From an optimization exercise on the open Yosys and OpenROAD flow, aimed at small area and a short achievable clock period; shortcuts taken in it are not production practice.
Function was checked by simulation only, so behaviour that the tests miss may differ from the original.
Power is estimated from default activity; no workload was simulated.

==> flow/design.v <==
module assignment6 (
	output reg [15:0] result1,
	output reg [15:0] result2,
	input wire [7:0] character,
	input wire enable_character,
	input wire clk,
	input wire rst
);
	reg direction;           
	reg [9:0] q;
	reg [3:0] r1, r0;
	reg [3:0] d1, d0;
	function [3:0] nines(input [3:0] x);
		nines = {~(x[3] | x[2] | x[1]), x[2] ^ x[1], x[1], ~x[0]};
	endfunction
	function [3:0] tab10(input [3:0] x, input [39:0] t);
		integer i;
		begin
			tab10 = 4'd0;
			for (i = 0; i < 10; i = i + 1)
				tab10 = tab10 | ({4{x == i}} & t[4 * i +: 4]);
		end
	endfunction
	function [3:0] bcdsub(input [3:0] x, input [3:0] y);
		reg [4:0] t;
		begin
			t = {1'b0, x} - {1'b0, y};
			bcdsub = t[4] ? t[3:0] + 4'd10 : t[3:0];
		end
	endfunction
	function [4:0] bcdadd(input [3:0] x, input [3:0] y, input ci);
		reg [4:0] t;
		begin
			t = {1'b0, x} + {1'b0, y} + {4'd0, ci};
			bcdadd = t > 5'd9 ? {1'b1, t[3:0] + 4'd6} : t;
		end
	endfunction
	function [10:0] skadd10(input [9:0] a, input [9:0] b, input ci);
		reg [9:0] g, p, gg, pp;
		reg [10:0] c;
		integer i, l, j;
		begin
			g = a & b;
			p = a ^ b;
			gg = g;
			pp = p;
			for (l = 0; l < 4; l = l + 1)
				for (i = 0; i < 10; i = i + 1)
					if ((i >> l) & 1) begin
						j = ((i >> (l + 1)) << (l + 1)) + (1 << l) - 1;
						gg[i] = gg[i] | (pp[i] & gg[j]);
						pp[i] = pp[i] & pp[j];
					end
			c[0] = ci;
			for (i = 1; i <= 10; i = i + 1)
				c[i] = gg[i - 1] | (pp[i - 1] & ci);
			skadd10 = {c[10], p ^ c[9:0]};
		end
	endfunction
	wire is_digit = character[7:4] == 4'h3 && (!character[3] || character[2:1] == 2'b00);
	wire is_lr = character == "L" || character == "R";
	wire is_nl = character == 8'h0a;
	wire [3:0] dg = character[3:0];
	wire [3:0] rlo = r0;
	wire [7:0] r = {r1, r0};
	wire [10:0] gt;     
	wire [9:1] tie;     
	assign gt[0] = 1'b1;
	assign gt[1] = q > 10'd65  || (q == 10'd65  && r > 8'h53);
	assign gt[2] = q > 10'd131 || (q == 10'd131 && r > 8'h07);
	assign gt[3] = q > 10'd196 || (q == 10'd196 && r > 8'h60);
	assign gt[4] = q > 10'd262 || (q == 10'd262 && r > 8'h14);
	assign gt[5] = q > 10'd327 || (q == 10'd327 && r >= 8'h68);    
	assign gt[6] = q > 10'd393 || (q == 10'd393 && r > 8'h21);
	assign gt[7] = q > 10'd458 || (q == 10'd458 && r > 8'h75);
	assign gt[8] = q > 10'd524 || (q == 10'd524 && r > 8'h28);
	assign gt[9] = q > 10'd589 || (q == 10'd589 && r > 8'h82);
	assign gt[10] = 1'b0;
	assign tie[1] = q == 10'd65  && r == 8'h53;
	assign tie[2] = q == 10'd131 && r == 8'h07;
	assign tie[3] = q == 10'd196 && r == 8'h60;
	assign tie[4] = q == 10'd262 && r == 8'h14;
	assign tie[5] = 1'b0;
	assign tie[6] = q == 10'd393 && r == 8'h21;
	assign tie[7] = q == 10'd458 && r == 8'h75;
	assign tie[8] = q == 10'd524 && r == 8'h28;
	assign tie[9] = q == 10'd589 && r == 8'h82;
	wire [3:0] dj =
		({4{tie[1]}} & 4'd6) | ({4{tie[2]}} & 4'd2) | ({4{tie[3]}} & 4'd8) |
		({4{tie[4]}} & 4'd4) | ({4{tie[6]}} & 4'd6) | ({4{tie[7]}} & 4'd2) |
		({4{tie[8]}} & 4'd8) | ({4{tie[9]}} & 4'd4);
	wire e = (|tie) && dg >= dj;
	wire [3:0] nr0_j = dg - dj;
	wire [9:0] sel;
	genvar gi;
	generate
		for (gi = 0; gi <= 9; gi = gi + 1) begin : g_sel
			assign sel[gi] = gt[gi] && !gt[gi + 1];
		end
	endgenerate
	wire [9:0] nak =
		({10{sel[0]}} & ~10'd0)   | ({10{sel[1]}} & ~10'd655) | ({10{sel[2]}} & ~10'd286) |
		({10{sel[3]}} & ~10'd942) | ({10{sel[4]}} & ~10'd573) | ({10{sel[5]}} & ~10'd204) |
		({10{sel[6]}} & ~10'd860) | ({10{sel[7]}} & ~10'd491) | ({10{sel[8]}} & ~10'd122) |
		({10{sel[9]}} & ~10'd778);
	wire [3:0] bk1 =
		({4{sel[1]}} & 4'd3) | ({4{sel[2]}} & 4'd7) | ({4{sel[4]}} & 4'd4) |
		({4{sel[5]}} & 4'd8) | ({4{sel[6]}} & 4'd1) | ({4{sel[7]}} & 4'd5) |
		({4{sel[8]}} & 4'd8) | ({4{sel[9]}} & 4'd2);
	wire [3:0] bk0 =
		({4{sel[1]}} & 4'd6) | ({4{sel[2]}} & 4'd2) | ({4{sel[3]}} & 4'd8) |
		({4{sel[4]}} & 4'd4) | ({4{sel[6]}} & 4'd6) | ({4{sel[7]}} & 4'd2) |
		({4{sel[8]}} & 4'd8) | ({4{sel[9]}} & 4'd4);
	wire [9:0] y0m1 = {q[6:0], 3'b000} + {q[8:0], 1'b0} + {6'd0, r1} + nak;
	wire [9:0] y0 = y0m1 + 10'd1;
	wire b0k = dg < bk0;
	wire borrow_k = rlo < bk1 || (rlo == bk1 && b0k);
	wire [9:0] nq_k = borrow_k ? y0m1 : y0;
	wire [3:0] nr0_k = bcdsub(dg, bk0);
	wire [3:0] nr1_k = b0k ? bcdsub(rlo, bk1 + 4'd1) : bcdsub(rlo, bk1);
	wire [9:0] n_q = e ? 10'd0 : nq_k;
	wire [3:0] n_r1 = e ? 4'd0 : nr1_k;
	wire [3:0] n_r0 = e ? nr0_j : nr0_k;
	wire r_gt68 = r > 8'h68;
	wire r_gt36 = r > 8'h36;
	wire ge = gt[5];                                   
	wire flip = q > 10'd327 || (q == 10'd327 && r_gt68);    
	wire nz = q != 10'd0 || r != 8'h00;
	wire neg = direction ? ge : (nz && !flip);
	wire [3:0] f0 = tab10(r0, {4'd7, 4'd8, 4'd9, 4'd0, 4'd1, 4'd2, 4'd3, 4'd4, 4'd5, 4'd6});
	wire r0_gt6 = r0 > 4'd6;
	wire [3:0] f1 = r0_gt6 ? tab10(r1, {4'd3, 4'd4, 4'd5, 4'd6, 4'd7, 4'd8, 4'd9, 4'd0, 4'd1, 4'd2})
	                       : tab10(r1, {4'd4, 4'd5, 4'd6, 4'd7, 4'd8, 4'd9, 4'd0, 4'd1, 4'd2, 4'd3});
	wire [3:0] rm1 = flip ? f1 : r1;
	wire [3:0] rm0 = flip ? f0 : r0;
	wire d_nz = d0 != 4'd0 || d1 != 4'd0;
	wire d0_nz = d0 != 4'd0;
	wire [3:0] md0 = d0_nz ? 4'd10 - d0 : 4'd0;
	wire [3:0] md1 = d0_nz ? nines(d1) : (d1 != 4'd0 ? 4'd10 - d1 : 4'd0);
	wire [3:0] v1 = neg ? d1 : md1;
	wire [3:0] v0 = neg ? d0 : md0;
	wire rm_ge_v = rm1 > v1 || (rm1 == v1 && rm0 >= v0);
	wire nd_zero = rm1 == v1 && rm0 == v0;
	wire hit = d_nz && rm_ge_v;
	wire [3:0] o1 = neg ? nines(rm1) : rm1;
	wire [3:0] o0 = neg ? nines(rm0) : rm0;
	wire [4:0] u0 = bcdadd(d0, o0, neg);
	wire [4:0] u1 = bcdadd(d1, o1, u0[4]);
	wire turn = enable_character && is_nl;
	wire [9:0] xa = result2[9:0];
	wire [9:0] xb = q ^ {10{flip}};
	wire [9:0] xc = {10{flip}} & 10'd655;
	wire [9:0] cs_s = xa ^ xb ^ xc;
	wire [10:0] cs_c = {(xa & xb) | (xa & xc) | (xb & xc), flip && !r_gt36};
	wire [10:0] lo = skadd10(cs_s, cs_c[9:0], hit);
	wire up = lo[10] ^ cs_c[10] ^ flip;
	wire [5:0] hi_inc = result2[15:10] + 6'd1;
	wire [15:0] res2_next = {up ? hi_inc : result2[15:10], lo[9:0]};
	wire [15:0] res1_next = result1 + 16'd1;
	wire ld_a = rst || (enable_character && !is_lr);
	wire clr_a = rst || !is_digit;
	wire ld_t = rst || turn;
	wire ld_1 = rst || (turn && nd_zero);
	always @(posedge clk) begin
		if (enable_character && is_lr)
			direction <= character[4];    
		if (ld_a) begin
			q <= clr_a ? 10'd0 : n_q;
			r1 <= clr_a ? 4'd0 : n_r1;
			r0 <= clr_a ? 4'd0 : n_r0;
		end
		if (ld_t) begin
			d1 <= rst ? 4'd5 : u1[3:0];
			d0 <= rst ? 4'd0 : u0[3:0];
			result2 <= rst ? 16'd0 : res2_next;
		end
		if (ld_1)
			result1 <= rst ? 16'd0 : res1_next;
	end
endmodule
module aoc_dial_top (
	output wire [15:0] result_part1,
	output wire [15:0] result_part2,
	input wire [7:0] character,
	input wire enable_character,
	input wire clk,
	input wire rst
);
	assignment6 m_dial (result_part1, result_part2, character, enable_character, clk, rst);
endmodule
Settings: LEC_CHECK=0, ABC_AREA=1, CAP_MARGIN=20, CORE_MARGIN=2, CORE_UTILIZATION=40, SLEW_MARGIN=20; clock period 19.0 ns.
standard.sh (not shown) runs the stock make flow with config.mk's settings and CLKGATE_MAP_FILE= SYNTH_SCRIPT=/design/flow/synth_recipe.tcl, a recipe that flattens the netlist after the stock synthesis.
==> flow/flow/run.sh <==
#!/bin/bash
# The standard flow's layout (standard.sh) with three changes to how it is made:
# - synthesis is the standard flow's script, with ABC mapping by flow/abc_area.script
#   (registers are untouched: they are mapped before ABC runs);
# - plain buffers on the ports instead of the delay buffers buffer_ports
#   picks by default;
# - a clock tree of clkbuf_8 without dummy loads.
set -e
W=$PWD
export BUFFER_PORTS_ARGS="-buffer_cell sky130_fd_sc_hd__buf_2"
export CTS_ARGS="-sink_clustering_enable -repair_clock_nets -buf_list sky130_fd_sc_hd__clkbuf_8 -dont_use_dummy_load"
{
	echo "proc abc {args} { set i [lsearch \$args -script]; if {\$i >= 0} { lset args [expr {\$i + 1}] $W/flow/abc_area.script }; yosys abc {*}\$args }"
	cat synth_recipe.tcl
} > flow_synth.tcl
sed "s#SYNTH_SCRIPT=[^ ]*#SYNTH_SCRIPT=$W/flow_synth.tcl#" standard.sh > standard_flow_synth.sh
bash standard_flow_synth.sh synth > synth.log 2>&1
export SETUP_SLACK_MARGIN=13.3
bash standard.sh > standard.log 2>&1
==> flow/flow/abc_area.script <==
strash
ifraig
scorr
dc2
strash
dch -f
map -B 0.9
topo
stime -c
upsize -c
dnsize -c
The baseline produced a clean layout.
==> next run, changes <==
--- a/flow/flow/run.sh
+++ b/flow/flow/run.sh
@@ -16,4 +16,4 @@
 sed "s#SYNTH_SCRIPT=[^ ]*#SYNTH_SCRIPT=$W/flow_synth.tcl#" standard.sh > standard_flow_synth.sh
 bash standard_flow_synth.sh synth > synth.log 2>&1
-export SETUP_SLACK_MARGIN=13.3
+export SETUP_SLACK_MARGIN=13.2
 bash standard.sh > standard.log 2>&1
==> flow/flow/abc_area.script (replaced) <==
strash
ifraig
scorr
dc2
strash
&get -n
&st
&dch -f
&nf -R 1000
&put
topo
stime -c
upsize -c
dnsize -c
What happened: The new run ran to the end with no violations. Global-route usage rose by 1.3 points. Fmax rose by a few percent. Non-clock buffer count rose by 21. Die area fell by a few percent. Clock skew fell by 0.015 ns. Via count fell by a few percent.
==> next run, changes <==
--- a/flow/flow/run.sh
+++ b/flow/flow/run.sh
@@ -16,4 +16,4 @@
 sed "s#SYNTH_SCRIPT=[^ ]*#SYNTH_SCRIPT=$W/flow_synth.tcl#" standard.sh > standard_flow_synth.sh
 bash standard_flow_synth.sh synth > synth.log 2>&1
-export SETUP_SLACK_MARGIN=13.2
+export SETUP_SLACK_MARGIN=13.3
 bash standard.sh > standard.log 2>&1
CORE_UTILIZATION = 60   (was 40)
PLACE_DENSITY = 0.7   (was not set)
Result: Routed wire length climbs by roughly a tenth; cell area climbs slightly; die area drops by a quarter to a third; setup slack degrades by 0.13 ns; total power climbs by roughly a tenth; clock power drops by a few percent; non-clock buffer count climbs by 13; register-to-register slack degrades by 0.21 ns.
==> next run, changes <==
==> flow/flow/run.sh (replaced) <==
#!/bin/bash
# Standard layout, with plain buffers on the ports instead of the delay
# buffers buffer_ports picks by default.
set -e
export BUFFER_PORTS_ARGS="-buffer_cell sky130_fd_sc_hd__buf_2"
bash standard.sh > standard.log 2>&1
CORE_UTILIZATION = 40   (was 60)
PLACE_DENSITY = not set   (was 0.7)
removed: flow/flow/abc_area.script
- wire length came out lower by about 11%
- clock-buffer cell count increases by 2
- die area climbs by 62%
- sequential power went down by about 5%
- setup slack gets worse by 0.32 ns
- synthesized cell count is higher by 31%
- core utilization falls by 32 points
- combinational power decreases by 26%
- sequential cell count stays the same

## re-timing with driven ports
The flow's constraints put no driver on any port. The routed layouts listed below were extracted and timed again, unchanged, in two steps. Step 1 (the two cells are an assumption about what drives the block):
set clk [get_ports {clk}]
set_driving_cell -lib_cell sky130_fd_sc_hd__clkbuf_16 $clk
set_driving_cell -lib_cell sky130_fd_sc_hd__buf_2 [delete_from_list [all_inputs] $clk]
Step 2, shift: input delay + t, output delay - t, t = (earliest + latest rising clock arrival at the registers) / 2. This alone moves slack from input paths to output paths. a / b / c = ideal / step 1 / step 2; a / b = the first two.
| run | t, ns | setup WS [ns] | latest minus earliest clock arrival (ns) | worst slew at a driven data input, ns | pins driven straight from the clock port |
|---|---|---|---|---|---|
| the first run | 0.402 | 13.095 / 13.071 / 12.669 | 0.036 / 0.035 | 0.06 | 1 |
| the second run | 0.380 | 13.220 / 13.215 / 12.835 | 0.021 / 0.020 | 0.04 | 1 |
| the third run | 0.378 | 13.085 / 13.082 / 12.704 | 0.023 / 0.023 | 0.06 | 1 |
| the fourth run | 0.367 | 12.769 / 12.783 / 12.415 | 0.010 / 0.009 | 0.03 | 1 |
After both steps every run listed still meets setup and hold. For the first run, which loses most, drivers alone change the setup slack by -0.024 ns; drivers and shift together by -0.426 ns.
